Background: an optimization exercise with open tools, aiming at small area, a short achievable clock period and few clock cycles. Do not read the settings as production practice.
Function was not checked in any run shown here: the RTL went through the layout flow alone.
Power and IR drop assume default switching activity.

==> flow/design.v (outline; a module is shown in full before it is edited, if it fits) <==
// module milestone1: 1736 lines
module milestone1 (
	input  logic        CLOCK_50_I,
	input  logic        resetn,
	input  logic        ena,
	output logic        done,
	output logic [17:0] SRAM_address,
	output logic [15:0] SRAM_write_data,
	output logic        SRAM_we_n,
	input  logic [15:0] SRAM_read_data
);
  // ...
==> flow/run.sh <==
#!/bin/bash
# synth_recipe.tcl (not shown) runs the flow's synth.tcl, then flattens the netlist and writes it again
# the make line also repeats each setting of config.mk as NAME=value (left out here)
make -C /OpenROAD-flow-scripts/flow DESIGN_CONFIG=/design/flow/config.mk WORK_HOME=/design/flow/orfs CLKGATE_MAP_FILE= SYNTH_SCRIPT=/design/flow/synth_recipe.tcl finish
==> flow/config.mk <==
export PLATFORM = sky130hd
export DESIGN_NAME = milestone1
export DESIGN_NICKNAME = milestone1
export VERILOG_FILES = /design/flow/design.v
export SDC_FILE = /design/flow/constraint.sdc
export NUM_CORES = 4
export LEC_CHECK = 0
export CAP_MARGIN = 20
export CORE_MARGIN = 2
export CORE_UTILIZATION = 40
export SLEW_MARGIN = 20
==> flow/constraint.sdc <==
create_clock -name core_clock -period 12.0 [get_ports {CLOCK_50_I}]
set_input_delay 2.4000 -clock core_clock [delete_from_list [all_inputs] [get_ports {CLOCK_50_I}]]
set_output_delay 2.4000 -clock core_clock [all_outputs]
set_load 0.01 [all_outputs]
==> run notes, run 1 <==
* Crit start category: flop
* Net Sw Frac at 20.9%
* CP endpoint: w4[10]
* Final Util at 45.2%
* Reg clk slew, reported paths at 60 ps
* Dpl cell area at 26300 µm²
* GR Layer Usage met1 at 23.9%
* Synth Area in Compound Gates at 8.55%
* Yosys cell types at 71
* Post-synthesis adder-cell area fraction at 33.1%
* Post-Synth XOR/XNOR Area at 3.17%
* Slew margin rel. at 30.1%
* Drt drc at 0
* Hold Path Stages at 0
* R2r endpoint: w4[10]
* GR Layer Usage met3 at 3.10%
* Yosys synthesis warning count at 2
* CP max FO at 24
* Simple-gate share of the synthesized area at 7.50%
* Crit path depth at 13
* Area delta synth->final at 12.0%
* Mux share of post-synthesis cell area at 2.44%
* Status: no timing/DRC/antenna violations
* Sequential Area at 9330 µm²
* Ports at 55
* R2R Path Start: k0
* Core area at 61600 µm²
* Clock buffers and inverters, area share at 5.36%
* Top reg by flops: sr
* Post-CTS Setup Inserts at 0
* Fin cells at 3189
* Clk. pwr at 1.36 mW
* WP buf/inv at 2
* # Taps at 837
* WL final at 55900 µm
* Biggest consumer: clock
* R2r setup slk at 7690 ps
* Main synth FF type: dfxtp_1
* Multi-input gate area at 13600 µm²
* Final Net Count at 2831
* WL per Instance at 17.5 µm
* Slack of the critical path at 7690 ps
==> run 2, diff against run 1 <==
==> flow/design.v (replaced) <==
module milestone1 (
	input  logic        CLOCK_50_I,
	input  logic        resetn,
	input  logic        ena,
	output logic        done,
	output logic [17:0] SRAM_address,
	output logic [15:0] SRAM_write_data,
	output logic        SRAM_we_n,
	input  logic [15:0] SRAM_read_data
);
logic        run;          
logic        wen;          
logic [9:0]  ph;           
logic [15:0] n;            
logic [6:0]  q;            
logic        q0, q1, q2;   
logic [16:0] waddr;        
logic start, act, finish;
assign start  = ena & ~run & ~done;
assign act    = run | start;
assign finish = run & ph[9] & (n == 16'd19200);
logic k157, k159, k1;      
logic k158, k0;            
logic sh;                  
logic wsel_rg, wsel_br;    
logic [7:0]  sr [0:11];    
logic [7:0]  pend_u, pend_v;
logic [8:0]  fa, fb, fc;   
logic [8:0]  ureg;         
logic [7:0]  ylo;          
logic [7:0]  cy;           
logic [8:0]  cu, cv;       
logic [7:0]  b0;           
logic [7:0] ins;           
logic [7:0] win [0:10];
assign ins = (ph[2] | ph[3]) ? SRAM_read_data[15:8] : ph[8] ? pend_u : pend_v;
always_comb begin
	win[0] = ins;
	for (int i = 1; i < 11; i++)
		win[i] = sr[i-1];
end
logic [7:0] t0, t1, t2, t3, t4, t5;
always_comb begin
	t5 = k157 ? win[2] : k158 ? win[4] : k159 ? win[6] : win[0];
	t4 = k158 ? win[4] : k159 ? win[6] : win[2];
	t3 = k159 ? win[6] : win[4];
	t2 = win[6];
	t1 = k0 ? win[6] : win[8];
	t0 = k0 ? win[6] : k1 ? win[8] : win[10];
end
logic fs1;
logic fc2;
logic fs3;
logic fc4;
logic fs5;
logic fc6;
logic fs7;
logic fc8;
logic fs9;
logic fc10;
logic fs11;
logic fc12;
logic fs13;
logic fc14;
logic fs15;
logic fc16;
logic fs17;
logic fc18;
logic fs19;
logic fc20;
logic fs21;
logic fc22;
logic fs23;
logic fc24;
logic fs25;
logic fc26;
logic fs27;
logic fc28;
logic fs29;
logic fc30;
logic fs31;
logic fc32;
logic fs33;
logic fc34;
logic fs35;
logic fc36;
logic fs37;
logic fc38;
logic fs39;
logic fc40;
logic fs41;
logic fc42;
logic fs43;
logic fc44;
logic fs45;
logic fc46;
logic fs47;
logic fc48;
logic fs49;
logic fc50;
logic fs51;
logic fc52;
logic fs53;
logic fc54;
logic fs55;
logic fc56;
logic fs57;
logic fc58;
logic fs59;
logic fc60;
logic fs61;
logic fc62;
logic fs63;
logic fc64;
logic fs65;
logic fc66;
logic fs67;
logic fc68;
logic fs69;
logic fc70;
logic fs71;
logic fc72;
logic fs73;
logic fc74;
logic fs75;
logic fc76;
logic fs77;
logic fc78;
logic fs79;
logic fc80;
logic fs81;
logic fc82;
logic fs83;
logic fc84;
logic fs85;
logic fc86;
logic fs87;
logic fc88;
logic fs89;
logic fc90;
logic fs91;
logic fc92;
logic fs93;
logic fc94;
logic fs95;
logic fc96;
logic fs97;
logic fc98;
logic fs99;
logic fc100;
logic fs101;
logic fc102;
logic fs103;
logic fc104;
logic fs105;
logic fc106;
logic fs107;
logic fc108;
logic fs109;
logic fc110;
logic fs111;
logic fc112;
logic fs113;
logic fc114;
logic fs115;
logic fc116;
logic fs117;
logic fc118;
logic fs119;
logic fc120;
logic fs121;
logic fc122;
logic fs123;
logic fc124;
logic fs125;
logic fc126;
logic fs127;
logic fc128;
logic fs129;
logic fc130;
logic fs131;
logic fc132;
assign fs1 = ~fa[0];
assign fc2 = fa[0];
ha_cell u_fs3 (.a(fa[1]), .b(~fc[1]), .s(fs3), .co(fc4));
assign fs5 = ~(fa[2] ^ fa[0]);
assign fc6 = fa[2] | fa[0];
fa_cell u_fs7 (.a(~fb[0]), .b(~fc[2]), .c(fc4), .s(fs7), .co(fc8));
fa_cell u_fs9 (.a(fa[3]), .b(fa[1]), .c(~fb[1]), .s(fs9), .co(fc10));
fa_cell u_fs11 (.a(~fc[3]), .b(fc6), .c(fs9), .s(fs11), .co(fc12));
fa_cell u_fs13 (.a(fa[4]), .b(fa[2]), .c(fa[0]), .s(fs13), .co(fc14));
fa_cell u_fs15 (.a(~fb[2]), .b(fb[0]), .c(~fc[4]), .s(fs15), .co(fc16));
fa_cell u_fs17 (.a(fc10), .b(fs13), .c(fs15), .s(fs17), .co(fc18));
fa_cell u_fs19 (.a(fa[5]), .b(fa[3]), .c(fa[1]), .s(fs19), .co(fc20));
fa_cell u_fs21 (.a(~fb[3]), .b(fb[1]), .c(~fc[5]), .s(fs21), .co(fc22));
fa_cell u_fs23 (.a(fc[0]), .b(fc14), .c(fc16), .s(fs23), .co(fc24));
fa_cell u_fs25 (.a(fs19), .b(fs21), .c(fc18), .s(fs25), .co(fc26));
assign fs27 = ~(fa[6] ^ fa[4]);
assign fc28 = fa[6] | fa[4];
fa_cell u_fs29 (.a(fa[2]), .b(~fb[4]), .c(fb[2]), .s(fs29), .co(fc30));
fa_cell u_fs31 (.a(~fb[0]), .b(~fc[6]), .c(fc[1]), .s(fs31), .co(fc32));
fa_cell u_fs33 (.a(fc20), .b(fc22), .c(fs27), .s(fs33), .co(fc34));
fa_cell u_fs35 (.a(fs29), .b(fs31), .c(fc24), .s(fs35), .co(fc36));
ha_cell u_fs37 (.a(fs33), .b(fc26), .s(fs37), .co(fc38));
assign fs39 = ~(fa[7] ^ fa[5]);
assign fc40 = fa[7] | fa[5];
fa_cell u_fs41 (.a(fa[3]), .b(~fb[5]), .c(fb[3]), .s(fs41), .co(fc42));
fa_cell u_fs43 (.a(~fb[1]), .b(~fc[7]), .c(fc[2]), .s(fs43), .co(fc44));
fa_cell u_fs45 (.a(fc[0]), .b(fc28), .c(fc30), .s(fs45), .co(fc46));
fa_cell u_fs47 (.a(fc32), .b(fs39), .c(fs41), .s(fs47), .co(fc48));
fa_cell u_fs49 (.a(fs43), .b(fc34), .c(fs45), .s(fs49), .co(fc50));
fa_cell u_fs51 (.a(fs47), .b(fc36), .c(fs49), .s(fs51), .co(fc52));
fa_cell u_fs53 (.a(fa[8]), .b(fa[6]), .c(fa[4]), .s(fs53), .co(fc54));
fa_cell u_fs55 (.a(~fb[6]), .b(fb[4]), .c(~fb[2]), .s(fs55), .co(fc56));
fa_cell u_fs57 (.a(~fc[8]), .b(fc[3]), .c(fc[1]), .s(fs57), .co(fc58));
fa_cell u_fs59 (.a(fc40), .b(fc42), .c(fc44), .s(fs59), .co(fc60));
fa_cell u_fs61 (.a(fs53), .b(fs55), .c(fs57), .s(fs61), .co(fc62));
fa_cell u_fs63 (.a(fc46), .b(fc48), .c(fs59), .s(fs63), .co(fc64));
fa_cell u_fs65 (.a(fs61), .b(fc50), .c(fs63), .s(fs65), .co(fc66));
assign fs67 = ~(fa[7] ^ fa[5]);
assign fc68 = fa[7] | fa[5];
fa_cell u_fs69 (.a(~fb[7]), .b(fb[5]), .c(~fb[3]), .s(fs69), .co(fc70));
fa_cell u_fs71 (.a(fc[4]), .b(fc[2]), .c(fc54), .s(fs71), .co(fc72));
fa_cell u_fs73 (.a(fc56), .b(fc58), .c(fs67), .s(fs73), .co(fc74));
fa_cell u_fs75 (.a(fs69), .b(fc60), .c(fc62), .s(fs75), .co(fc76));
fa_cell u_fs77 (.a(fs71), .b(fs73), .c(fc64), .s(fs77), .co(fc78));
ha_cell u_fs79 (.a(fs75), .b(fc66), .s(fs79), .co(fc80));
assign fs81 = ~(fa[8] ^ fa[6]);
assign fc82 = fa[8] | fa[6];
fa_cell u_fs83 (.a(~fb[8]), .b(fb[6]), .c(~fb[4]), .s(fs83), .co(fc84));
fa_cell u_fs85 (.a(fc[5]), .b(fc[3]), .c(fc68), .s(fs85), .co(fc86));
fa_cell u_fs87 (.a(fc70), .b(fs81), .c(fs83), .s(fs87), .co(fc88));
fa_cell u_fs89 (.a(fc72), .b(fc74), .c(fs85), .s(fs89), .co(fc90));
fa_cell u_fs91 (.a(fs87), .b(fc76), .c(fs89), .s(fs91), .co(fc92));
ha_cell u_fs93 (.a(fc78), .b(fs91), .s(fs93), .co(fc94));
fa_cell u_fs95 (.a(fa[7]), .b(fb[7]), .c(~fb[5]), .s(fs95), .co(fc96));
fa_cell u_fs97 (.a(fc[6]), .b(fc[4]), .c(fc82), .s(fs97), .co(fc98));
fa_cell u_fs99 (.a(fc84), .b(fs95), .c(fc86), .s(fs99), .co(fc100));
fa_cell u_fs101 (.a(fc88), .b(fs97), .c(fc90), .s(fs101), .co(fc102));
fa_cell u_fs103 (.a(fs99), .b(fc92), .c(fs101), .s(fs103), .co(fc104));
assign fs105 = ~(fa[8] ^ fb[8]);
assign fc106 = fa[8] | fb[8];
fa_cell u_fs107 (.a(~fb[6]), .b(fc[7]), .c(fc[5]), .s(fs107), .co(fc108));
fa_cell u_fs109 (.a(fc96), .b(fs105), .c(fs107), .s(fs109), .co(fc110));
fa_cell u_fs111 (.a(fc98), .b(fs109), .c(fc100), .s(fs111), .co(fc112));
ha_cell u_fs113 (.a(fs111), .b(fc102), .s(fs113), .co(fc114));
assign fs115 = ~(~fb[7] ^ fc[8]);
assign fc116 = ~fb[7] | fc[8];
fa_cell u_fs117 (.a(fc[6]), .b(fc106), .c(fc108), .s(fs117), .co(fc118));
fa_cell u_fs119 (.a(fs115), .b(fc110), .c(fs117), .s(fs119), .co(fc120));
ha_cell u_fs121 (.a(fs119), .b(fc112), .s(fs121), .co(fc122));
assign fs123 = ~(~fb[8] ^ fc[7]);
assign fc124 = ~fb[8] | fc[7];
fa_cell u_fs125 (.a(fc116), .b(fs123), .c(fc118), .s(fs125), .co(fc126));
ha_cell u_fs127 (.a(fc120), .b(fs125), .s(fs127), .co(fc128));
assign fs129 = ~(fc[8] ^ fc124);
assign fc130 = fc[8] | fc124;
ha_cell u_fs131 (.a(fs129), .b(fc126), .s(fs131), .co(fc132));
logic [8:0] f_lo;
assign f_lo = {fc38, fs35, fs23, fc12, fc8, fs5, fc2, ~fc[0]} + {fs51, fs37, fs25, fs17, fs11, fs7, fs3, fs1};
logic [8:0] fra, frb;
logic frc;
logic [8:0] fsum;
assign fsum = {fra[8], fra[7], fra[6], fra[5], fra[4], fra[3], fra[2], fra[1], fra[0]} + {frb[8], frb[7], frb[6], frb[5], frb[4], frb[3], frb[2], frb[1], frb[0]} + {8'd0, frc};
logic ys1;
logic yc2;
logic ys3;
logic yc4;
logic ys5;
logic yc6;
logic ys7;
logic yc8;
logic ys9;
logic yc10;
logic ys11;
logic yc12;
logic ys13;
logic yc14;
logic ys15;
logic yc16;
logic ys17;
logic yc18;
logic ys19;
logic yc20;
logic ys21;
logic yc22;
logic ys23;
logic yc24;
logic ys25;
logic yc26;
logic ys27;
logic yc28;
logic ys29;
logic yc30;
logic ys31;
logic yc32;
logic ys33;
logic yc34;
logic ys35;
logic yc36;
logic ys37;
logic yc38;
logic ys39;
logic yc40;
logic rs41;
logic rc42;
logic rs43;
logic rc44;
logic rs45;
logic rc46;
logic rs47;
logic rc48;
logic rs49;
logic rc50;
logic rs51;
logic rc52;
logic rs53;
logic rc54;
logic rs55;
logic rc56;
logic rs57;
logic rc58;
logic rs59;
logic rc60;
logic rs61;
logic rc62;
logic rs63;
logic rc64;
logic rs65;
logic rc66;
logic rs67;
logic rc68;
logic rs69;
logic rc70;
logic rs71;
logic rc72;
logic rs73;
logic rc74;
logic rs75;
logic rc76;
logic rs77;
logic rc78;
logic rs79;
logic rc80;
logic rs81;
logic rc82;
logic rs83;
logic rc84;
logic rs85;
logic rc86;
logic rs87;
logic rc88;
logic rs89;
logic rc90;
logic rs91;
logic rc92;
logic rs93;
logic rc94;
logic rs95;
logic rc96;
logic rs97;
logic rc98;
logic rs99;
logic rc100;
logic rs101;
logic rc102;
logic rs103;
logic rc104;
logic rs105;
logic rc106;
logic rs107;
logic rc108;
logic rs109;
logic rc110;
logic rs111;
logic rc112;
logic rs113;
logic rc114;
logic rs115;
logic rc116;
logic rs117;
logic rc118;
logic rs119;
logic rc120;
logic rs121;
logic rc122;
logic rs123;
logic rc124;
logic rs125;
logic rc126;
logic rs127;
logic rc128;
logic rs129;
logic rc130;
logic rs131;
logic rc132;
logic rs133;
logic rc134;
logic rs135;
logic rc136;
logic rs137;
logic rc138;
logic rs139;
logic rc140;
logic rs141;
logic rc142;
logic rs143;
logic rc144;
logic rs145;
logic rc146;
logic rs147;
logic rc148;
logic rs149;
logic rc150;
logic rs151;
logic rc152;
logic rs153;
logic rc154;
logic rs155;
logic rc156;
logic rs157;
logic rc158;
logic rs159;
logic rc160;
logic rs161;
logic rc162;
logic rs163;
logic rc164;
logic rs165;
logic rc166;
logic rs167;
logic rc168;
logic rs169;
logic rc170;
logic rs171;
logic rc172;
logic rs173;
logic rc174;
logic rs175;
logic rc176;
logic rs177;
logic rc178;
logic rs179;
logic rc180;
logic rs181;
logic rc182;
logic rs183;
logic rc184;
logic rs185;
logic rc186;
logic rs187;
logic rc188;
logic rs189;
logic rc190;
logic rs191;
logic rc192;
logic rs193;
logic rc194;
logic rs195;
logic rc196;
logic rs197;
logic rc198;
logic rs199;
logic rc200;
logic rs201;
logic rc202;
logic rs203;
logic rc204;
logic rs205;
logic rc206;
logic rs207;
logic rc208;
logic gs209;
logic gc210;
logic gs211;
logic gc212;
logic gs213;
logic gc214;
logic gs215;
logic gc216;
logic gs217;
logic gc218;
logic gs219;
logic gc220;
logic gs221;
logic gc222;
logic gs223;
logic gc224;
logic gs225;
logic gc226;
logic gs227;
logic gc228;
logic gs229;
logic gc230;
logic gs231;
logic gc232;
logic gs233;
logic gc234;
logic gs235;
logic gc236;
logic gs237;
logic gc238;
logic gs239;
logic gc240;
logic gs241;
logic gc242;
logic gs243;
logic gc244;
logic gs245;
logic gc246;
logic gs247;
logic gc248;
logic gs249;
logic gc250;
logic gs251;
logic gc252;
logic gs253;
logic gc254;
logic gs255;
logic gc256;
logic gs257;
logic gc258;
logic gs259;
logic gc260;
logic gs261;
logic gc262;
logic gs263;
logic gc264;
logic gs265;
logic gc266;
logic gs267;
logic gc268;
logic gs269;
logic gc270;
logic gs271;
logic gc272;
logic gs273;
logic gc274;
logic gs275;
logic gc276;
logic gs277;
logic gc278;
logic gs279;
logic gc280;
logic gs281;
logic gc282;
logic gs283;
logic gc284;
logic gs285;
logic gc286;
logic gs287;
logic gc288;
logic gs289;
logic gc290;
logic gs291;
logic gc292;
logic gs293;
logic gc294;
logic gs295;
logic gc296;
logic gs297;
logic gc298;
logic gs299;
logic gc300;
logic gs301;
logic gc302;
logic gs303;
logic gc304;
logic gs305;
logic gc306;
logic gs307;
logic gc308;
logic gs309;
logic gc310;
logic gs311;
logic gc312;
logic gs313;
logic gc314;
logic gs315;
logic gc316;
logic gs317;
logic gc318;
logic gs319;
logic gc320;
logic gs321;
logic gc322;
logic gs323;
logic gc324;
logic gs325;
logic gc326;
logic gs327;
logic gc328;
logic gs329;
logic gc330;
logic gs331;
logic gc332;
logic gs333;
logic gc334;
logic gs335;
logic gc336;
logic gs337;
logic gc338;
logic gs339;
logic gc340;
logic gs341;
logic gc342;
logic gs343;
logic gc344;
logic gs345;
logic gc346;
logic gs347;
logic gc348;
logic gs349;
logic gc350;
logic gs351;
logic gc352;
logic gs353;
logic gc354;
logic gs355;
logic gc356;
logic gs357;
logic gc358;
logic gs359;
logic gc360;
logic gs361;
logic gc362;
logic gs363;
logic gc364;
logic gs365;
logic gc366;
logic gs367;
logic gc368;
logic gs369;
logic gc370;
logic gs371;
logic gc372;
logic gs373;
logic gc374;
logic gs375;
logic gc376;
logic gs377;
logic gc378;
logic gs379;
logic gc380;
logic gs381;
logic gc382;
logic gs383;
logic gc384;
logic gs385;
logic gc386;
logic gs387;
logic gc388;
logic gs389;
logic gc390;
logic gs391;
logic gc392;
logic gs393;
logic gc394;
logic gs395;
logic gc396;
logic gs397;
logic gc398;
logic bs399;
logic bc400;
logic bs401;
logic bc402;
logic bs403;
logic bc404;
logic bs405;
logic bc406;
logic bs407;
logic bc408;
logic bs409;
logic bc410;
logic bs411;
logic bc412;
logic bs413;
logic bc414;
logic bs415;
logic bc416;
logic bs417;
logic bc418;
logic bs419;
logic bc420;
logic bs421;
logic bc422;
logic bs423;
logic bc424;
logic bs425;
logic bc426;
logic bs427;
logic bc428;
logic bs429;
logic bc430;
logic bs431;
logic bc432;
logic bs433;
logic bc434;
logic bs435;
logic bc436;
logic bs437;
logic bc438;
logic bs439;
logic bc440;
logic bs441;
logic bc442;
logic bs443;
logic bc444;
logic bs445;
logic bc446;
logic bs447;
logic bc448;
logic bs449;
logic bc450;
logic bs451;
logic bc452;
logic bs453;
logic bc454;
logic bs455;
logic bc456;
logic bs457;
logic bc458;
logic bs459;
logic bc460;
logic bs461;
logic bc462;
logic bs463;
logic bc464;
logic bs465;
logic bc466;
logic bs467;
logic bc468;
logic bs469;
logic bc470;
logic bs471;
logic bc472;
logic bs473;
logic bc474;
logic bs475;
logic bc476;
logic bs477;
logic bc478;
logic bs479;
logic bc480;
logic bs481;
logic bc482;
logic bs483;
logic bc484;
logic bs485;
logic bc486;
logic bs487;
logic bc488;
logic bs489;
logic bc490;
logic bs491;
logic bc492;
logic bs493;
logic bc494;
logic bs495;
logic bc496;
logic bs497;
logic bc498;
logic bs499;
logic bc500;
logic bs501;
logic bc502;
logic bs503;
logic bc504;
logic bs505;
logic bc506;
logic bs507;
logic bc508;
logic bs509;
logic bc510;
logic bs511;
logic bc512;
logic bs513;
logic bc514;
logic bs515;
logic bc516;
logic bs517;
logic bc518;
logic bs519;
logic bc520;
logic bs521;
logic bc522;
logic bs523;
logic bc524;
logic bs525;
logic bc526;
logic bs527;
logic bc528;
logic bs529;
logic bc530;
logic bs531;
logic bc532;
logic bs533;
logic bc534;
logic bs535;
logic bc536;
logic bs537;
logic bc538;
logic bs539;
logic bc540;
assign ys1 = ~cy[2];
assign yc2 = cy[2];
assign ys3 = ~(cy[3] ^ cy[1]);
assign yc4 = cy[3] | cy[1];
fa_cell u_ys5 (.a(cy[4]), .b(cy[2]), .c(cy[0]), .s(ys5), .co(yc6));
assign ys7 = ~(cy[5] ^ cy[3]);
assign yc8 = cy[5] | cy[3];
ha_cell u_ys9 (.a(cy[1]), .b(yc6), .s(ys9), .co(yc10));
fa_cell u_ys11 (.a(cy[6]), .b(cy[4]), .c(cy[2]), .s(ys11), .co(yc12));
ha_cell u_ys13 (.a(yc8), .b(ys11), .s(ys13), .co(yc14));
assign ys15 = ~(cy[7] ^ cy[5]);
assign yc16 = cy[7] | cy[5];
fa_cell u_ys17 (.a(cy[3]), .b(cy[0]), .c(yc12), .s(ys17), .co(yc18));
ha_cell u_ys19 (.a(ys15), .b(yc14), .s(ys19), .co(yc20));
fa_cell u_ys21 (.a(cy[6]), .b(cy[4]), .c(cy[1]), .s(ys21), .co(yc22));
fa_cell u_ys23 (.a(yc16), .b(ys21), .c(yc18), .s(ys23), .co(yc24));
assign ys25 = ~(cy[7] ^ cy[5]);
assign yc26 = cy[7] | cy[5];
fa_cell u_ys27 (.a(cy[2]), .b(yc22), .c(ys25), .s(ys27), .co(yc28));
assign ys29 = ~(cy[6] ^ cy[3]);
assign yc30 = cy[6] | cy[3];
ha_cell u_ys31 (.a(yc26), .b(ys29), .s(ys31), .co(yc32));
fa_cell u_ys33 (.a(cy[7]), .b(cy[4]), .c(yc30), .s(ys33), .co(yc34));
assign ys35 = ~cy[5];
assign yc36 = cy[5];
assign ys37 = ~cy[6];
assign yc38 = cy[6];
assign ys39 = ~cy[7];
assign yc40 = cy[7];
assign rs41 = ~(~cy[0] ^ ~cv[2]);
assign rc42 = ~cy[0] | ~cv[2];
fa_cell u_rs43 (.a(~cy[1]), .b(~cv[3]), .c(cv[1]), .s(rs43), .co(rc44));
fa_cell u_rs45 (.a(~cy[2]), .b(~cv[4]), .c(cv[2]), .s(rs45), .co(rc46));
ha_cell u_rs47 (.a(cv[0]), .b(rc44), .s(rs47), .co(rc48));
fa_cell u_rs49 (.a(~cy[3]), .b(~cv[5]), .c(cv[3]), .s(rs49), .co(rc50));
fa_cell u_rs51 (.a(cv[1]), .b(rc46), .c(rs49), .s(rs51), .co(rc52));
assign rs53 = ~(~cy[4] ^ ~cv[6]);
assign rc54 = ~cy[4] | ~cv[6];
fa_cell u_rs55 (.a(cv[4]), .b(cv[2]), .c(rc50), .s(rs55), .co(rc56));
ha_cell u_rs57 (.a(rs53), .b(rc52), .s(rs57), .co(rc58));
fa_cell u_rs59 (.a(~cy[5]), .b(~cv[7]), .c(cv[5]), .s(rs59), .co(rc60));
fa_cell u_rs61 (.a(cv[3]), .b(cv[0]), .c(rc54), .s(rs61), .co(rc62));
fa_cell u_rs63 (.a(rs59), .b(rc56), .c(rs61), .s(rs63), .co(rc64));
assign rs65 = ~(~cy[6] ^ cv[8]);
assign rc66 = ~cy[6] | cv[8];
fa_cell u_rs67 (.a(cv[6]), .b(cv[4]), .c(cv[1]), .s(rs67), .co(rc68));
fa_cell u_rs69 (.a(rc60), .b(rs65), .c(rs67), .s(rs69), .co(rc70));
ha_cell u_rs71 (.a(rc62), .b(rs69), .s(rs71), .co(rc72));
assign rs73 = ~(~cy[7] ^ cy[0]);
assign rc74 = ~cy[7] | cy[0];
fa_cell u_rs75 (.a(cv[7]), .b(cv[5]), .c(cv[2]), .s(rs75), .co(rc76));
fa_cell u_rs77 (.a(rc66), .b(rc68), .c(rs73), .s(rs77), .co(rc78));
fa_cell u_rs79 (.a(rs75), .b(rc70), .c(rs77), .s(rs79), .co(rc80));
assign rs81 = ~(cy[1] ^ ~cv[8]);
assign rc82 = cy[1] | ~cv[8];
fa_cell u_rs83 (.a(cv[6]), .b(cv[3]), .c(rc74), .s(rs83), .co(rc84));
fa_cell u_rs85 (.a(rc76), .b(rs81), .c(rc78), .s(rs85), .co(rc86));
ha_cell u_rs87 (.a(rs83), .b(rc80), .s(rs87), .co(rc88));
fa_cell u_rs89 (.a(cy[0]), .b(cv[7]), .c(cv[4]), .s(rs89), .co(rc90));
fa_cell u_rs91 (.a(~cv[0]), .b(ys1), .c(rc82), .s(rs91), .co(rc92));
fa_cell u_rs93 (.a(rs89), .b(rc84), .c(rs91), .s(rs93), .co(rc94));
ha_cell u_rs95 (.a(rc86), .b(rs93), .s(rs95), .co(rc96));
assign rs97 = ~(~cv[8] ^ cv[5]);
assign rc98 = ~cv[8] | cv[5];
fa_cell u_rs99 (.a(~cv[1]), .b(yc2), .c(rc90), .s(rs99), .co(rc100));
fa_cell u_rs101 (.a(ys3), .b(rs97), .c(rc92), .s(rs101), .co(rc102));
fa_cell u_rs103 (.a(rs99), .b(rc94), .c(rs101), .s(rs103), .co(rc104));
assign rs105 = ~(cv[6] ^ ~cv[2]);
assign rc106 = cv[6] | ~cv[2];
fa_cell u_rs107 (.a(cv[0]), .b(yc4), .c(rc98), .s(rs107), .co(rc108));
fa_cell u_rs109 (.a(ys5), .b(rs105), .c(rc100), .s(rs109), .co(rc110));
fa_cell u_rs111 (.a(rs107), .b(rc102), .c(rs109), .s(rs111), .co(rc112));
assign rs113 = ~(cv[7] ^ ~cv[3]);
assign rc114 = cv[7] | ~cv[3];
fa_cell u_rs115 (.a(cv[1]), .b(rc106), .c(ys7), .s(rs115), .co(rc116));
fa_cell u_rs117 (.a(rs113), .b(ys9), .c(rc108), .s(rs117), .co(rc118));
fa_cell u_rs119 (.a(rs115), .b(rc110), .c(rs117), .s(rs119), .co(rc120));
assign rs121 = ~(~cv[8] ^ ~cv[4]);
assign rc122 = ~cv[8] | ~cv[4];
fa_cell u_rs123 (.a(cv[2]), .b(~cv[0]), .c(rc114), .s(rs123), .co(rc124));
fa_cell u_rs125 (.a(rs121), .b(yc10), .c(ys13), .s(rs125), .co(rc126));
fa_cell u_rs127 (.a(rc116), .b(rs123), .c(rc118), .s(rs127), .co(rc128));
ha_cell u_rs129 (.a(rs125), .b(rs127), .s(rs129), .co(rc130));
assign rs131 = ~(~cv[5] ^ cv[3]);
assign rc132 = ~cv[5] | cv[3];
fa_cell u_rs133 (.a(~cv[1]), .b(rc122), .c(rs131), .s(rs133), .co(rc134));
fa_cell u_rs135 (.a(rc124), .b(ys17), .c(rs133), .s(rs135), .co(rc136));
fa_cell u_rs137 (.a(ys19), .b(rc126), .c(rs135), .s(rs137), .co(rc138));
ha_cell u_rs139 (.a(rc128), .b(rs137), .s(rs139), .co(rc140));
assign rs141 = ~(~cv[6] ^ cv[4]);
assign rc142 = ~cv[6] | cv[4];
fa_cell u_rs143 (.a(~cv[2]), .b(cv[0]), .c(rc132), .s(rs143), .co(rc144));
fa_cell u_rs145 (.a(rs141), .b(rc134), .c(rs143), .s(rs145), .co(rc146));
fa_cell u_rs147 (.a(yc20), .b(ys23), .c(rc136), .s(rs147), .co(rc148));
fa_cell u_rs149 (.a(rs145), .b(rc138), .c(rs147), .s(rs149), .co(rc150));
assign rs151 = ~(~cv[7] ^ cv[5]);
assign rc152 = ~cv[7] | cv[5];
fa_cell u_rs153 (.a(~cv[3]), .b(cv[1]), .c(rc142), .s(rs153), .co(rc154));
fa_cell u_rs155 (.a(rs151), .b(rc144), .c(rs153), .s(rs155), .co(rc156));
fa_cell u_rs157 (.a(ys27), .b(yc24), .c(rc146), .s(rs157), .co(rc158));
fa_cell u_rs159 (.a(rs155), .b(rc148), .c(rs157), .s(rs159), .co(rc160));
fa_cell u_rs161 (.a(cv[8]), .b(cv[6]), .c(~cv[4]), .s(rs161), .co(rc162));
fa_cell u_rs163 (.a(cv[2]), .b(rc152), .c(rs161), .s(rs163), .co(rc164));
fa_cell u_rs165 (.a(ys31), .b(rc154), .c(yc28), .s(rs165), .co(rc166));
fa_cell u_rs167 (.a(rs163), .b(rc156), .c(rs165), .s(rs167), .co(rc168));
ha_cell u_rs169 (.a(rc158), .b(rs167), .s(rs169), .co(rc170));
assign rs171 = ~(cv[7] ^ ~cv[5]);
assign rc172 = cv[7] | ~cv[5];
fa_cell u_rs173 (.a(cv[3]), .b(rc162), .c(rs171), .s(rs173), .co(rc174));
fa_cell u_rs175 (.a(yc32), .b(ys33), .c(rc164), .s(rs175), .co(rc176));
fa_cell u_rs177 (.a(rs173), .b(rc166), .c(rs175), .s(rs177), .co(rc178));
ha_cell u_rs179 (.a(rc168), .b(rs177), .s(rs179), .co(rc180));
fa_cell u_rs181 (.a(~cv[8]), .b(~cv[6]), .c(cv[4]), .s(rs181), .co(rc182));
fa_cell u_rs183 (.a(ys35), .b(rc172), .c(rs181), .s(rs183), .co(rc184));
fa_cell u_rs185 (.a(yc34), .b(rc174), .c(rs183), .s(rs185), .co(rc186));
fa_cell u_rs187 (.a(rc176), .b(rs185), .c(rc178), .s(rs187), .co(rc188));
assign rs189 = ~(~cv[7] ^ cv[5]);
assign rc190 = ~cv[7] | cv[5];
fa_cell u_rs191 (.a(yc36), .b(ys37), .c(rc182), .s(rs191), .co(rc192));
fa_cell u_rs193 (.a(rs189), .b(rc184), .c(rs191), .s(rs193), .co(rc194));
ha_cell u_rs195 (.a(rc186), .b(rs193), .s(rs195), .co(rc196));
fa_cell u_rs197 (.a(cv[8]), .b(cv[6]), .c(yc38), .s(rs197), .co(rc198));
fa_cell u_rs199 (.a(ys39), .b(rc190), .c(rs197), .s(rs199), .co(rc200));
fa_cell u_rs201 (.a(rc192), .b(rs199), .c(rc194), .s(rs201), .co(rc202));
fa_cell u_rs203 (.a(cv[7]), .b(yc40), .c(rc198), .s(rs203), .co(rc204));
ha_cell u_rs205 (.a(rc200), .b(rs203), .s(rs205), .co(rc206));
ha_cell u_rs207 (.a(~cv[8]), .b(rc204), .s(rs207), .co(rc208));
logic [14:0] r_lo;
assign r_lo = {rc104, rc96, rc88, rs85, rc72, rs71, rc58, rs55, rc48, rs45, rc42, cv[0], ~cv[1], 1'b1} + {rs111, rs103, rs95, rs87, rs79, rc64, rs63, rs57, rs51, rs47, rs43, rs41, 1'b0, ~cv[0]};
logic [12:0] ra_q, rb_q;
logic rc_q;
assign gs209 = cy[0];
assign gc210 = ~cy[0];
fa_cell u_gs211 (.a(~cy[1]), .b(cu[0]), .c(~cv[3]), .s(gs211), .co(gc212));
fa_cell u_gs213 (.a(~cy[2]), .b(cu[1]), .c(~cv[4]), .s(gs213), .co(gc214));
fa_cell u_gs215 (.a(~cy[3]), .b(cu[2]), .c(~cu[0]), .s(gs215), .co(gc216));
fa_cell u_gs217 (.a(~cv[5]), .b(~cv[0]), .c(gc214), .s(gs217), .co(gc218));
fa_cell u_gs219 (.a(~cy[4]), .b(cu[3]), .c(~cu[1]), .s(gs219), .co(gc220));
fa_cell u_gs221 (.a(~cv[6]), .b(~cv[1]), .c(gc216), .s(gs221), .co(gc222));
ha_cell u_gs223 (.a(gs219), .b(gc218), .s(gs223), .co(gc224));
assign gs225 = ~(~cy[5] ^ cu[4]);
assign gc226 = ~cy[5] | cu[4];
fa_cell u_gs227 (.a(~cu[2]), .b(~cv[7]), .c(~cv[2]), .s(gs227), .co(gc228));
fa_cell u_gs229 (.a(gc220), .b(gs225), .c(gs227), .s(gs229), .co(gc230));
ha_cell u_gs231 (.a(gc222), .b(gs229), .s(gs231), .co(gc232));
assign gs233 = ~(~cy[6] ^ cu[5]);
assign gc234 = ~cy[6] | cu[5];
fa_cell u_gs235 (.a(~cu[3]), .b(cv[8]), .c(~cv[3]), .s(gs235), .co(gc236));
fa_cell u_gs237 (.a(gc226), .b(gc228), .c(gs233), .s(gs237), .co(gc238));
fa_cell u_gs239 (.a(gs235), .b(gc230), .c(gs237), .s(gs239), .co(gc240));
assign gs241 = ~(~cy[7] ^ cy[0]);
assign gc242 = ~cy[7] | cy[0];
fa_cell u_gs243 (.a(cu[6]), .b(~cu[4]), .c(~cv[4]), .s(gs243), .co(gc244));
fa_cell u_gs245 (.a(gc234), .b(gc236), .c(gs241), .s(gs245), .co(gc246));
fa_cell u_gs247 (.a(gs243), .b(gc238), .c(gs245), .s(gs247), .co(gc248));
assign gs249 = ~(cy[1] ^ cu[7]);
assign gc250 = cy[1] | cu[7];
fa_cell u_gs251 (.a(~cu[5]), .b(~cu[0]), .c(~cv[5]), .s(gs251), .co(gc252));
fa_cell u_gs253 (.a(gc242), .b(gc244), .c(gs249), .s(gs253), .co(gc254));
fa_cell u_gs255 (.a(gs251), .b(gc246), .c(gs253), .s(gs255), .co(gc256));
assign gs257 = ~(cy[0] ^ ~cu[8]);
assign gc258 = cy[0] | ~cu[8];
fa_cell u_gs259 (.a(~cu[6]), .b(~cu[1]), .c(~cv[6]), .s(gs259), .co(gc260));
fa_cell u_gs261 (.a(ys1), .b(gc250), .c(gc252), .s(gs261), .co(gc262));
fa_cell u_gs263 (.a(gs257), .b(gs259), .c(gc254), .s(gs263), .co(gc264));
ha_cell u_gs265 (.a(gs261), .b(gc256), .s(gs265), .co(gc266));
fa_cell u_gs267 (.a(~cu[7]), .b(~cu[2]), .c(~cv[7]), .s(gs267), .co(gc268));
fa_cell u_gs269 (.a(~cv[0]), .b(yc2), .c(gc258), .s(gs269), .co(gc270));
fa_cell u_gs271 (.a(gc260), .b(ys3), .c(gs267), .s(gs271), .co(gc272));
fa_cell u_gs273 (.a(gc262), .b(gs269), .c(gs271), .s(gs273), .co(gc274));
ha_cell u_gs275 (.a(gc264), .b(gs273), .s(gs275), .co(gc276));
fa_cell u_gs277 (.a(cu[8]), .b(~cu[3]), .c(cu[0]), .s(gs277), .co(gc278));
fa_cell u_gs279 (.a(cv[8]), .b(~cv[1]), .c(yc4), .s(gs279), .co(gc280));
fa_cell u_gs281 (.a(gc268), .b(ys5), .c(gs277), .s(gs281), .co(gc282));
fa_cell u_gs283 (.a(gc270), .b(gc272), .c(gs279), .s(gs283), .co(gc284));
fa_cell u_gs285 (.a(gs281), .b(gc274), .c(gs283), .s(gs285), .co(gc286));
assign gs287 = ~(~cu[4] ^ cu[1]);
assign gc288 = ~cu[4] | cu[1];
fa_cell u_gs289 (.a(~cv[2]), .b(cv[0]), .c(gc278), .s(gs289), .co(gc290));
fa_cell u_gs291 (.a(ys7), .b(gs287), .c(ys9), .s(gs291), .co(gc292));
fa_cell u_gs293 (.a(gc280), .b(gc282), .c(gs289), .s(gs293), .co(gc294));
fa_cell u_gs295 (.a(gs291), .b(gc284), .c(gs293), .s(gs295), .co(gc296));
fa_cell u_gs297 (.a(~cu[5]), .b(cu[2]), .c(~cu[0]), .s(gs297), .co(gc298));
fa_cell u_gs299 (.a(~cv[3]), .b(cv[1]), .c(gc288), .s(gs299), .co(gc300));
fa_cell u_gs301 (.a(gs297), .b(yc10), .c(ys13), .s(gs301), .co(gc302));
fa_cell u_gs303 (.a(gc290), .b(gs299), .c(gc292), .s(gs303), .co(gc304));
fa_cell u_gs305 (.a(gs301), .b(gc294), .c(gs303), .s(gs305), .co(gc306));
assign gs307 = ~(~cu[6] ^ cu[3]);
assign gc308 = ~cu[6] | cu[3];
fa_cell u_gs309 (.a(~cu[1]), .b(~cv[4]), .c(cv[2]), .s(gs309), .co(gc310));
fa_cell u_gs311 (.a(~cv[0]), .b(gc298), .c(gs307), .s(gs311), .co(gc312));
fa_cell u_gs313 (.a(gs309), .b(gc300), .c(ys17), .s(gs313), .co(gc314));
fa_cell u_gs315 (.a(gs311), .b(ys19), .c(gc302), .s(gs315), .co(gc316));
fa_cell u_gs317 (.a(gs313), .b(gc304), .c(gs315), .s(gs317), .co(gc318));
fa_cell u_gs319 (.a(~cu[7]), .b(cu[4]), .c(~cu[2]), .s(gs319), .co(gc320));
fa_cell u_gs321 (.a(~cv[5]), .b(cv[3]), .c(~cv[1]), .s(gs321), .co(gc322));
fa_cell u_gs323 (.a(gc308), .b(gc310), .c(gs319), .s(gs323), .co(gc324));
fa_cell u_gs325 (.a(gs321), .b(gc312), .c(yc20), .s(gs325), .co(gc326));
fa_cell u_gs327 (.a(gs323), .b(ys23), .c(gc314), .s(gs327), .co(gc328));
fa_cell u_gs329 (.a(gs325), .b(gc316), .c(gs327), .s(gs329), .co(gc330));
assign gs331 = ~(cu[8] ^ cu[5]);
assign gc332 = cu[8] | cu[5];
fa_cell u_gs333 (.a(~cu[3]), .b(~cv[6]), .c(cv[4]), .s(gs333), .co(gc334));
fa_cell u_gs335 (.a(~cv[2]), .b(gc320), .c(gc322), .s(gs335), .co(gc336));
fa_cell u_gs337 (.a(gs331), .b(gs333), .c(gc324), .s(gs337), .co(gc338));
fa_cell u_gs339 (.a(gs335), .b(ys27), .c(yc24), .s(gs339), .co(gc340));
fa_cell u_gs341 (.a(gc326), .b(gs337), .c(gs339), .s(gs341), .co(gc342));
ha_cell u_gs343 (.a(gc328), .b(gc330), .s(gs343), .co(gc344));
assign gs345 = ~(cu[6] ^ ~cu[4]);
assign gc346 = cu[6] | ~cu[4];
fa_cell u_gs347 (.a(~cv[7]), .b(cv[5]), .c(~cv[3]), .s(gs347), .co(gc348));
fa_cell u_gs349 (.a(gc332), .b(gc334), .c(gs345), .s(gs349), .co(gc350));
fa_cell u_gs351 (.a(gs347), .b(ys31), .c(gc336), .s(gs351), .co(gc352));
fa_cell u_gs353 (.a(yc28), .b(gs349), .c(gc338), .s(gs353), .co(gc354));
fa_cell u_gs355 (.a(gs351), .b(gc340), .c(gs353), .s(gs355), .co(gc356));
ha_cell u_gs357 (.a(gc342), .b(gs355), .s(gs357), .co(gc358));
fa_cell u_gs359 (.a(cu[7]), .b(~cu[5]), .c(cv[8]), .s(gs359), .co(gc360));
fa_cell u_gs361 (.a(cv[6]), .b(~cv[4]), .c(gc346), .s(gs361), .co(gc362));
fa_cell u_gs363 (.a(gc348), .b(gs359), .c(yc32), .s(gs363), .co(gc364));
fa_cell u_gs365 (.a(ys33), .b(gc350), .c(gs361), .s(gs365), .co(gc366));
fa_cell u_gs367 (.a(gs363), .b(gc352), .c(gs365), .s(gs367), .co(gc368));
fa_cell u_gs369 (.a(gc354), .b(gs367), .c(gc356), .s(gs369), .co(gc370));
fa_cell u_gs371 (.a(~cu[8]), .b(~cu[6]), .c(cv[7]), .s(gs371), .co(gc372));
fa_cell u_gs373 (.a(~cv[5]), .b(ys35), .c(gc360), .s(gs373), .co(gc374));
fa_cell u_gs375 (.a(gs371), .b(yc34), .c(gc362), .s(gs375), .co(gc376));
fa_cell u_gs377 (.a(gs373), .b(gc364), .c(gc366), .s(gs377), .co(gc378));
fa_cell u_gs379 (.a(gs375), .b(gc368), .c(gs377), .s(gs379), .co(gc380));
fa_cell u_gs381 (.a(~cu[7]), .b(~cv[8]), .c(~cv[6]), .s(gs381), .co(gc382));
fa_cell u_gs383 (.a(yc36), .b(ys37), .c(gc372), .s(gs383), .co(gc384));
fa_cell u_gs385 (.a(gs381), .b(gc374), .c(gs383), .s(gs385), .co(gc386));
fa_cell u_gs387 (.a(gc376), .b(gs385), .c(gc378), .s(gs387), .co(gc388));
fa_cell u_gs389 (.a(cu[8]), .b(~cv[7]), .c(yc38), .s(gs389), .co(gc390));
fa_cell u_gs391 (.a(ys39), .b(gc382), .c(gs389), .s(gs391), .co(gc392));
fa_cell u_gs393 (.a(gc384), .b(gs391), .c(gc386), .s(gs393), .co(gc394));
assign gs395 = ~(cv[8] ^ yc40);
assign gc396 = cv[8] | yc40;
fa_cell u_gs397 (.a(gc390), .b(gs395), .c(gc392), .s(gs397), .co(gc398));
logic [14:0] g_lo;
assign g_lo = {gc276, gc266, gs263, gc248, gc240, gc232, gc224, gs221, gs215, gc212, gc210, ~cv[2], ~cv[1], 1'b1} + {gs285, gs275, gs265, gs255, gs247, gs239, gs231, gs223, gs217, gs213, gs211, gs209, 1'b0, ~cv[0]};
logic [12:0] ga_q, gb_q;
logic gc_q;
ha_cell u_bs399 (.a(~cy[0]), .b(~cu[2]), .s(bs399), .co(bc400));
assign bs401 = ~(~cy[1] ^ ~cu[3]);
assign bc402 = ~cy[1] | ~cu[3];
ha_cell u_bs403 (.a(~cu[1]), .b(bc400), .s(bs403), .co(bc404));
fa_cell u_bs405 (.a(~cy[2]), .b(~cu[4]), .c(~cu[2]), .s(bs405), .co(bc406));
ha_cell u_bs407 (.a(bc402), .b(bc404), .s(bs407), .co(bc408));
fa_cell u_bs409 (.a(~cy[3]), .b(~cu[5]), .c(~cu[3]), .s(bs409), .co(bc410));
fa_cell u_bs411 (.a(cu[0]), .b(bc406), .c(bs409), .s(bs411), .co(bc412));
assign bs413 = ~(~cy[4] ^ ~cu[6]);
assign bc414 = ~cy[4] | ~cu[6];
fa_cell u_bs415 (.a(~cu[4]), .b(cu[1]), .c(bc410), .s(bs415), .co(bc416));
ha_cell u_bs417 (.a(bs413), .b(bc412), .s(bs417), .co(bc418));
fa_cell u_bs419 (.a(~cy[5]), .b(~cu[7]), .c(~cu[5]), .s(bs419), .co(bc420));
fa_cell u_bs421 (.a(cu[2]), .b(cu[0]), .c(bc414), .s(bs421), .co(bc422));
fa_cell u_bs423 (.a(bs419), .b(bc416), .c(bs421), .s(bs423), .co(bc424));
assign bs425 = ~(~cy[6] ^ cu[8]);
assign bc426 = ~cy[6] | cu[8];
fa_cell u_bs427 (.a(~cu[6]), .b(cu[3]), .c(cu[1]), .s(bs427), .co(bc428));
fa_cell u_bs429 (.a(bc420), .b(bs425), .c(bs427), .s(bs429), .co(bc430));
ha_cell u_bs431 (.a(bc422), .b(bs429), .s(bs431), .co(bc432));
assign bs433 = ~(~cy[7] ^ cy[0]);
assign bc434 = ~cy[7] | cy[0];
fa_cell u_bs435 (.a(~cu[7]), .b(cu[4]), .c(cu[2]), .s(bs435), .co(bc436));
fa_cell u_bs437 (.a(bc426), .b(bc428), .c(bs433), .s(bs437), .co(bc438));
fa_cell u_bs439 (.a(bs435), .b(bc430), .c(bs437), .s(bs439), .co(bc440));
assign bs441 = ~(cy[1] ^ cu[8]);
assign bc442 = cy[1] | cu[8];
fa_cell u_bs443 (.a(cu[5]), .b(cu[3]), .c(cu[0]), .s(bs443), .co(bc444));
fa_cell u_bs445 (.a(bc434), .b(bc436), .c(bs441), .s(bs445), .co(bc446));
fa_cell u_bs447 (.a(bs443), .b(bc438), .c(bs445), .s(bs447), .co(bc448));
assign bs449 = ~(cy[0] ^ cu[6]);
assign bc450 = cy[0] | cu[6];
fa_cell u_bs451 (.a(cu[4]), .b(cu[1]), .c(ys1), .s(bs451), .co(bc452));
fa_cell u_bs453 (.a(bc442), .b(bc444), .c(bs449), .s(bs453), .co(bc454));
fa_cell u_bs455 (.a(bs451), .b(bc446), .c(bs453), .s(bs455), .co(bc456));
assign bs457 = ~(cu[7] ^ cu[5]);
assign bc458 = cu[7] | cu[5];
fa_cell u_bs459 (.a(cu[2]), .b(yc2), .c(bc450), .s(bs459), .co(bc460));
fa_cell u_bs461 (.a(ys3), .b(bs457), .c(bc452), .s(bs461), .co(bc462));
fa_cell u_bs463 (.a(bc454), .b(bs459), .c(bs461), .s(bs463), .co(bc464));
fa_cell u_bs465 (.a(~cu[8]), .b(cu[6]), .c(cu[3]), .s(bs465), .co(bc466));
fa_cell u_bs467 (.a(yc4), .b(bc458), .c(ys5), .s(bs467), .co(bc468));
fa_cell u_bs469 (.a(bs465), .b(bc460), .c(bs467), .s(bs469), .co(bc470));
ha_cell u_bs471 (.a(bc462), .b(bs469), .s(bs471), .co(bc472));
assign bs473 = ~(cu[7] ^ cu[4]);
assign bc474 = cu[7] | cu[4];
fa_cell u_bs475 (.a(bc466), .b(ys7), .c(bs473), .s(bs475), .co(bc476));
fa_cell u_bs477 (.a(ys9), .b(bc468), .c(bs475), .s(bs477), .co(bc478));
ha_cell u_bs479 (.a(bc470), .b(bs477), .s(bs479), .co(bc480));
fa_cell u_bs481 (.a(~cu[8]), .b(cu[5]), .c(bc474), .s(bs481), .co(bc482));
fa_cell u_bs483 (.a(yc10), .b(ys13), .c(bc476), .s(bs483), .co(bc484));
fa_cell u_bs485 (.a(bs481), .b(bc478), .c(bs483), .s(bs485), .co(bc486));
assign bs487 = ~(cu[6] ^ bc482);
assign bc488 = cu[6] | bc482;
fa_cell u_bs489 (.a(ys17), .b(ys19), .c(bc484), .s(bs489), .co(bc490));
ha_cell u_bs491 (.a(bs487), .b(bc486), .s(bs491), .co(bc492));
assign bs493 = ~(cu[7] ^ cu[0]);
assign bc494 = cu[7] | cu[0];
fa_cell u_bs495 (.a(bs493), .b(yc20), .c(bc488), .s(bs495), .co(bc496));
fa_cell u_bs497 (.a(ys23), .b(bs495), .c(bc490), .s(bs497), .co(bc498));
fa_cell u_bs499 (.a(~cu[8]), .b(cu[1]), .c(bc494), .s(bs499), .co(bc500));
fa_cell u_bs501 (.a(bs499), .b(ys27), .c(yc24), .s(bs501), .co(bc502));
ha_cell u_bs503 (.a(bc496), .b(bs501), .s(bs503), .co(bc504));
assign bs505 = ~(cu[2] ^ ys31);
assign bc506 = cu[2] | ys31;
fa_cell u_bs507 (.a(bc500), .b(yc28), .c(bs505), .s(bs507), .co(bc508));
ha_cell u_bs509 (.a(bc502), .b(bs507), .s(bs509), .co(bc510));
assign bs511 = ~(cu[3] ^ yc32);
assign bc512 = cu[3] | yc32;
fa_cell u_bs513 (.a(ys33), .b(bc506), .c(bs511), .s(bs513), .co(bc514));
ha_cell u_bs515 (.a(bc508), .b(bs513), .s(bs515), .co(bc516));
assign bs517 = ~(cu[4] ^ ys35);
assign bc518 = cu[4] | ys35;
fa_cell u_bs519 (.a(bs517), .b(yc34), .c(bc512), .s(bs519), .co(bc520));
ha_cell u_bs521 (.a(bc514), .b(bs519), .s(bs521), .co(bc522));
assign bs523 = ~(cu[5] ^ yc36);
assign bc524 = cu[5] | yc36;
fa_cell u_bs525 (.a(ys37), .b(bc518), .c(bs523), .s(bs525), .co(bc526));
ha_cell u_bs527 (.a(bs525), .b(bc520), .s(bs527), .co(bc528));
assign bs529 = ~(cu[6] ^ yc38);
assign bc530 = cu[6] | yc38;
fa_cell u_bs531 (.a(ys39), .b(bc524), .c(bs529), .s(bs531), .co(bc532));
ha_cell u_bs533 (.a(bc526), .b(bs531), .s(bs533), .co(bc534));
fa_cell u_bs535 (.a(cu[7]), .b(yc40), .c(bc530), .s(bs535), .co(bc536));
ha_cell u_bs537 (.a(bc532), .b(bs535), .s(bs537), .co(bc538));
ha_cell u_bs539 (.a(~cu[8]), .b(bc536), .s(bs539), .co(bc540));
logic [14:0] b_lo;
assign b_lo = {bc464, bc456, bc448, bc440, bc432, bs431, bc418, bs415, bc408, bs405, bs401, ~cu[0], ~cu[1], 1'b1} + {bs471, bs463, bs455, bs447, bs439, bc424, bs423, bs417, bs411, bs407, bs403, bs399, 1'b0, ~cu[0]};
logic [12:0] ba_q, bb_q;
logic bc_q;
logic [12:0] r_hi;
assign r_hi = {1'b1, ra_q[11], ra_q[10], ra_q[9], ra_q[8], ra_q[7], ra_q[6], ra_q[5], ra_q[4], ra_q[3], ra_q[2], ra_q[1], ra_q[0]} + {rb_q[12], rb_q[11], rb_q[10], rb_q[9], rb_q[8], rb_q[7], rb_q[6], rb_q[5], rb_q[4], rb_q[3], rb_q[2], rb_q[1], rb_q[0]} + {12'd0, rc_q};
logic [12:0] g_hi;
assign g_hi = {1'b1, ga_q[11], ga_q[10], ga_q[9], ga_q[8], ga_q[7], ga_q[6], ga_q[5], ga_q[4], ga_q[3], ga_q[2], ga_q[1], ga_q[0]} + {1'b0, gb_q[11], gb_q[10], gb_q[9], gb_q[8], gb_q[7], gb_q[6], gb_q[5], gb_q[4], gb_q[3], gb_q[2], gb_q[1], gb_q[0]} + {12'd0, gc_q};
logic [12:0] b_hi;
assign b_hi = {1'b1, ba_q[11], ba_q[10], ba_q[9], ba_q[8], ba_q[7], ba_q[6], ba_q[5], ba_q[4], ba_q[3], ba_q[2], ba_q[1], ba_q[0]} + {bb_q[12], bb_q[11], bb_q[10], bb_q[9], bb_q[8], bb_q[7], bb_q[6], bb_q[5], bb_q[4], bb_q[3], bb_q[2], bb_q[1], bb_q[0]} + {12'd0, bc_q};
function automatic logic [7:0] clip(input logic [12:0] s);
	if (s[12])
		clip = 8'd0;
	else if (|s[11:10])
		clip = 8'd255;
	else
		clip = s[9:2];
endfunction
logic [7:0] cr, cg, cb;
assign cr = clip(r_hi);
assign cg = clip(g_hi);
assign cb = clip(b_hi);
always_ff @(posedge CLOCK_50_I or negedge resetn) begin
	if (~resetn) begin
		run       <= 1'b0;
		wen       <= 1'b0;
		done      <= 1'b0;
		ph        <= 10'b1000000000;
		n         <= 16'hFFFE;
		q         <= 7'd79;
		q0        <= 1'b0;
		q1        <= 1'b0;
		q2        <= 1'b0;
		waddr     <= 17'h03E00;
		SRAM_we_n <= 1'b1;
	end else if (act) begin
		ph <= {ph[8:0], ph[9]};
		if (start)
			run <= 1'b1;
		if (ph[9]) begin
			q  <= (q == 7'd79) ? 7'd0 : q + 7'd1;
			q0 <= (q == 7'd79);
			q1 <= q0;
			q2 <= q1;
		end
		if (ph[4])
			n <= n + 16'd1;
		if (ph[9] & ~n[15])
			wen <= 1'b1;
		SRAM_we_n <= ~(wen & (ph[2] | ph[3] | ph[4] | ph[6] | ph[7] | ph[8]));
		if (wen & (ph[2] | ph[3] | ph[4] | ph[6] | ph[7] | ph[8]))
			waddr <= waddr + 17'd1;
		if (finish) begin
			run  <= 1'b0;
			done <= 1'b1;
		end
	end
end
always_ff @(posedge CLOCK_50_I) begin
	k157    <= (ph[1] | ph[2]) & q0;
	k159    <= (ph[1] | ph[2]) & q1;
	k1      <= (ph[1] | ph[2]) & q2;
	k158    <= (ph[7] | ph[8]) & q0;
	k0      <= (ph[7] | ph[8]) & q1;
	sh      <= run & (ph[1] | ph[2] | ph[7] | ph[8]);
	wsel_rg <= ph[5] | ph[1];
	wsel_br <= ph[6] | ph[2];
	if (ph[9])
		SRAM_address <= 18'd38402 + {{2{n[15]}}, n};
	else if (ph[0])
		SRAM_address <= 18'd57602 + {{2{n[15]}}, n};
	else if (ph[1])
		SRAM_address <= {1'b0, n, 1'b1};
	else if (ph[5])
		SRAM_address <= {1'b0, n, 1'b0};
	else
		SRAM_address <= {1'b1, waddr};
	if (sh) begin
		sr[0] <= ins;
		for (int i = 1; i < 12; i++)
			sr[i] <= sr[i-1];
	end
	if (ph[2])
		pend_u <= SRAM_read_data[7:0];
	if (ph[3])
		pend_v <= SRAM_read_data[7:0];
	fa <= {1'b0, t0} + {1'b0, t5};
	fb <= {1'b0, t1} + {1'b0, t4};
	fc <= {1'b0, t2} + {1'b0, t3};
	if (ph[4] | ph[0])
		ureg <= fsum;
	if (ph[4] | ph[8])
		ylo <= SRAM_read_data[7:0];
	if (ph[4] | ph[8])
		cy <= SRAM_read_data[15:8];
	else if (ph[5] | ph[1])
		cy <= ylo;
	if (ph[4] | ph[0]) begin
		cu <= {~sr[7][7], ~sr[7][7], sr[7][6:0]};
		cv <= {~sr[6][7], ~sr[6][7], sr[6][6:0]};
	end else if (ph[5] | ph[1]) begin
		cu <= ureg;
		cv <= fsum;
	end
	fra[0] <= fc52;
	frb[0] <= fs65;
	fra[1] <= fs77;
	frb[1] <= fs79;
	fra[2] <= fc80;
	frb[2] <= fs93;
	fra[3] <= fc94;
	frb[3] <= fs103;
	fra[4] <= fs113;
	frb[4] <= fc104;
	fra[5] <= fs121;
	frb[5] <= fc114;
	fra[6] <= fs127;
	frb[6] <= fc122;
	fra[7] <= fs131;
	frb[7] <= fc128;
	fra[8] <= fc130;
	frb[8] <= fc132;
	frc <= f_lo[8];
	ra_q[0] <= rc112;
	rb_q[0] <= rs119;
	ra_q[1] <= rc120;
	rb_q[1] <= rs129;
	ra_q[2] <= rc130;
	rb_q[2] <= rs139;
	ra_q[3] <= rc140;
	rb_q[3] <= rs149;
	ra_q[4] <= rc150;
	rb_q[4] <= rs159;
	ra_q[5] <= rs169;
	rb_q[5] <= rc160;
	ra_q[6] <= rc170;
	rb_q[6] <= rs179;
	ra_q[7] <= rc180;
	rb_q[7] <= rs187;
	ra_q[8] <= rs195;
	rb_q[8] <= rc188;
	ra_q[9] <= rc196;
	rb_q[9] <= rs201;
	ra_q[10] <= rs205;
	rb_q[10] <= rc202;
	ra_q[11] <= rs207;
	rb_q[11] <= rc206;
	rb_q[12] <= rc208;
	rc_q <= r_lo[14];
	ga_q[0] <= gc286;
	gb_q[0] <= gs295;
	ga_q[1] <= gc296;
	gb_q[1] <= gs305;
	ga_q[2] <= gc306;
	gb_q[2] <= gs317;
	ga_q[3] <= gc318;
	gb_q[3] <= gs329;
	ga_q[4] <= gs341;
	gb_q[4] <= gs343;
	ga_q[5] <= gc344;
	gb_q[5] <= gs357;
	ga_q[6] <= gc358;
	gb_q[6] <= gs369;
	ga_q[7] <= gs379;
	gb_q[7] <= gc370;
	ga_q[8] <= gc380;
	gb_q[8] <= gs387;
	ga_q[9] <= gs393;
	gb_q[9] <= gc388;
	ga_q[10] <= gs397;
	gb_q[10] <= gc394;
	ga_q[11] <= gc396;
	gb_q[11] <= gc398;
	gc_q <= g_lo[14];
	ba_q[0] <= bc472;
	bb_q[0] <= bs479;
	ba_q[1] <= bc480;
	bb_q[1] <= bs485;
	ba_q[2] <= bs489;
	bb_q[2] <= bs491;
	ba_q[3] <= bc492;
	bb_q[3] <= bs497;
	ba_q[4] <= bs503;
	bb_q[4] <= bc498;
	ba_q[5] <= bc504;
	bb_q[5] <= bs509;
	ba_q[6] <= bc510;
	bb_q[6] <= bs515;
	ba_q[7] <= bs521;
	bb_q[7] <= bc516;
	ba_q[8] <= bs527;
	bb_q[8] <= bc522;
	ba_q[9] <= bs533;
	bb_q[9] <= bc528;
	ba_q[10] <= bs537;
	bb_q[10] <= bc534;
	ba_q[11] <= bs539;
	bb_q[11] <= bc538;
	bb_q[12] <= bc540;
	bc_q <= b_lo[14];
	if (wsel_rg)
		b0 <= cb;
	if (wsel_rg)
		SRAM_write_data <= {cr, cg};
	else if (wsel_br)
		SRAM_write_data <= {b0, cr};
	else
		SRAM_write_data <= {cg, cb};
end
endmodule
module fa_cell (
	input  logic a,
	input  logic b,
	input  logic c,
	output logic s,
	output logic co
);
assign s  = a ^ b ^ c;
assign co = (a & b) | (a & c) | (b & c);
endmodule
module ha_cell (
	input  logic a,
	input  logic b,
	output logic s,
	output logic co
);
assign s  = a ^ b;
assign co = a & b;
endmodule
--- a/flow/config.mk
+++ b/flow/config.mk
@@ -4,8 +4,10 @@
 export VERILOG_FILES = /design/flow/design.v
 export SDC_FILE = /design/flow/constraint.sdc
 export NUM_CORES = 4
 export LEC_CHECK = 0
 export CAP_MARGIN = 20
 export CORE_MARGIN = 2
 export CORE_UTILIZATION = 40
 export SLEW_MARGIN = 20
+export SYNTH_HIERARCHICAL = 1
+export SYNTH_MINIMUM_KEEP_SIZE = 0
==> run notes, run 2 <==
* Post-synthesis adder-cell area fraction at 32.7% (-0.44 points)
* Crit path capture type: flop
* Antenna violations before repair at 0
* Final hold vios at 0
* Area delta synth->final at 12.4%
* Setup WS pre-CTS at 6920 ps
* Synthesized instance count at 1886
* Ports at 55 (unchanged)
* Antenna diodes at 0
* Site row count at 86
* Port Buffers at 54
* R2R depth at 7
* Slew margin rel. at 30.2% (+0.10 points)
* DR WL met3 at 2420 µm
* Hold WC Path Type: flop to flop
* Worst skew pair latency at 560 ps
* Hold Path Stages at 0 (unchanged)
* Vias at 13900
* Part of the cycle the worst path needs at 37.5%
* Mux share of post-synthesis cell area at 2.26% (-0.18 points)
* F_max at 222 MHz
* Most frequent cells in the layout: fa_1 (236), ha_1 (208), inv_1 (200), nand2_1 (167), dfxtp_1 (164)
* Synthesized area at 22400 µm²
* Die Span Y at 241 µm
* Hold buffer count at CTS at 0
* Largest family of logic cells by synthesized area: adder cells
* Post-Synth XOR/XNOR Area at 3.82% (+0.65 points)
* Status: no timing/DRC/antenna violations
* Reg clk slew, reported paths at 60 ps (about the same)
* ANT nets after route at 0
* Post-Route Setup TNS at 0 ps
* CP Class: input port to flop
* WL final at 50900 µm (-9.0%)
* WL per Instance at 18.6 µm (+6.4%)
* Simple-gate share of the synthesized area at 7.92% (+0.42 points)
* Final min period at 4510 ps
* CTS Sinks at 369
* Fraction of layout cells with a size suffix above 1 at 6.87%
* CP max FO at 2 (-92%)
* WL met2 at 24100 µm
* Vias in the first global route at 14600
* RSZ-0062 raised after global routing: no
* Post-CTS Setup Inserts at 0 (unchanged)
* Final Util at 45.6% (+0.35 points)
* Post-CTS sizing at 0
* Core area at 55300 µm² (-10%)
* Initial Util at 40.5%
* Top cell type's share of synthesized area at 21.1%
* Die ar. at 58000 µm²
* Top reg by flops: sr
* Final Net Count at 2410 (-15%)
* Top-count cell post-synth: fa_1
* Yosys cell types at 63 (-11%)
* RD Place Congestion at 0.891
* CTS root buf: clkbuf_16
* Final Max Tran Viols at 0
* DRT Pass-1 Iters at 5
* WL met1 at 23200 µm
* First-pass GRT wire length at 81300 µm
* Post-detail-place hpwl at 39600 µm
* Synth Area in Compound Gates at 8.35% (-0.20 points)
* Crit start category: input port
* WP data required at 12480 ps
* Largest net degree at the start of global routing at 81
* Number of synthesized flops with an enable pin at 147
* Worst-Margin Slew at 1050 ps
* Leakage at 10.6 nW
* Hold slack at 416 ps
* Endpoints failing setup at 0
* Fill cells at 5103
* Power per cell area at 299 nW/µm²
* Peak supply drop at 0.111 mV
* FF+latch count, synth at 369
* Leading area contributor after synthesis: fa_1
* Via-per-instance ratio at 5.09
* Arrival @ worst endpoint at 4990 ps
* Overflow after GRT at 0
* Number of max-cap violations at 0
* Initial DRC Count at 804
* Power Total at 7.53 mW
* Biggest regs: sr x80, SRAM_address x18, waddr x17
* Drt drc at 0 (unchanged)
* Post-synth top cells: fa_1 (236), ha_1 (208), inv_1 (200)
* Die W at 241 µm
* Top Layer Used: met4
* Sequential area share after synthesis at 40.9%
* Syn Area/Cell at 11.9 µm²
* Main synth FF type: dfxtp_1
* All-Layer GR Usage at 18.2%
* Async SR Flop Fraction at 15.4%
* Most common cell after layout, fill and taps aside: fa_1
* Syn Nets at 2349
* Clock skew at 18.7 ps
* Largest register FFs at 80
* CTS tree: done
* Synth top area cells: fa_1 (21%), edfxtp_1 (20%), dfxtp_1 (15%)
* CTS Buf Count at 42
* Clk buf depth at 3
* Htree depth at 2
* Slack of the critical path at 7490 ps (-197 ps)
* Yosys synthesis warning count at 9 (+7)
==> run 2: changes by cell type in the layout (fill, tap and decap cells not counted), moves of 10 or more <==
cell      before  now
a31oi_1       15    2
fa_1         270  236
ha_1         226  208
inv_1        470  200
nand2_1      125  167
nand2b_1      19   29
nor2_1       124   90
o21a_1        29   14
o21ai_0       84   94
o221ai_1       4   14
==> run 2: per-stage QoR <==
stage / cell area, µm² / std cells
floorplan: 22400 / 1886
finish: 25200 / 2728
global placement: 23800 / 2651
CTS: 25200 / 2728
detailed placement: 23800 / 2651
global route: 25200 / 2728
==> run 2: per-layer routing <==
metal  vias up  GRT usage (%)
met5         -              0
met4         0           5.11
met3        80           3.02
met2       291           29.9
met1      7035           25.0
li1       6484              -
==> run 2: cells by family (layout without fill, tap and decap cells) <==
logic type / count (synthesis) / count (layout)
fa+ha+maj: 444 / 444
simple gates: 389 / 389
flops: 369 / 369
compound gates: 298 / 298
buf+inv: 241 / 335
xor+xnor: 97 / 97
mux: 48 / 48
==> run 2: Yosys stat by module, one instance, submodules excluded <==
module / cell area, µm² / flops+latches
milestone1: 17200 / 369
fa_cell: 20.0 / 0
ha_cell: 12.5 / 0
==> run 2: final timing paths <==
kind	from	endpoint	slack (ps)
worst min register to register	sr[4][3]	sr[5][3]	420
min in group asynchronous	resetn	q[4]	1990
worst max register to register	cv[4]	gb_q[6]	8100
max in group asynchronous	resetn	waddr[8]	9540
worst min-delay path	sr[4][3]	sr[5][3]	420
worst max-delay path	SRAM_read_data[9]	fa[7]	7490
==> run 2: layout make-up <==
| cell class | count | area [µm²] | area share (%) |
|---|---|---|---|
| clock inverters | 15 | 218 | 0.864 |
| clock buffers | 62 | 1210 | 4.79 |
| repair buffers | 58 | 566 | 2.24 |
| well taps | 748 | 936 | 3.71 |
| multi-input cells | 1276 | 12300 | 49.0 |
| flip-flops and latches | 369 | 9180 | 36.4 |
| inverters | 200 | 751 | 2.98 |
==> run 2: critical path: stages <==
cell and delay (ps):
clkdlybuf4s50_1 470, nor2_1 50, a21oi_1 190, nand2b_1 70
nand2_1 60, a21oi_1 60, a21oi_1 270, ha_1 300
a21o_1 160, a21oi_1 210, o21bai_1 90, a21oi_1 240
o21bai_1 100, a21oi_1 180, xnor2_1 130
==> run 2: power by group <==
part | internal [mW] | switching (mW)
Clock | 0.807 | 0.517
Combinational | 1.86 | 2.29
Sequential | 1.79 | 0.272

[what the ideal ports hide]
How much do the figures lean on ideal ports? The routed layouts below were timed once more, with nothing changed but the port constraints.
Step 1 assumes that a clkbuf_16 drives the clock port and a buf_2 every other input.
Step 2, shift: input delay + t, output delay - t, t = (earliest + latest rising clock arrival at the registers) / 2. This alone moves slack from input paths to output paths.
a / b / c = ideal ports / drivers / drivers and shift; a / b = the first two.
run | t (ns) | setup slack, ns | worst hold slack (ns)
run 1 | 0.625 | 7.691 / 7.691 / 7.691 | 0.417 / 0.417 / 0.417
run 2 | 0.609 | 7.494 / 7.525 / 6.915 | 0.416 / 0.416 / 0.416
After both steps setup and hold are still met in every run listed. For run 2, which loses most, drivers alone change the setup slack by +0.031 ns; drivers and shift together by -0.579 ns.
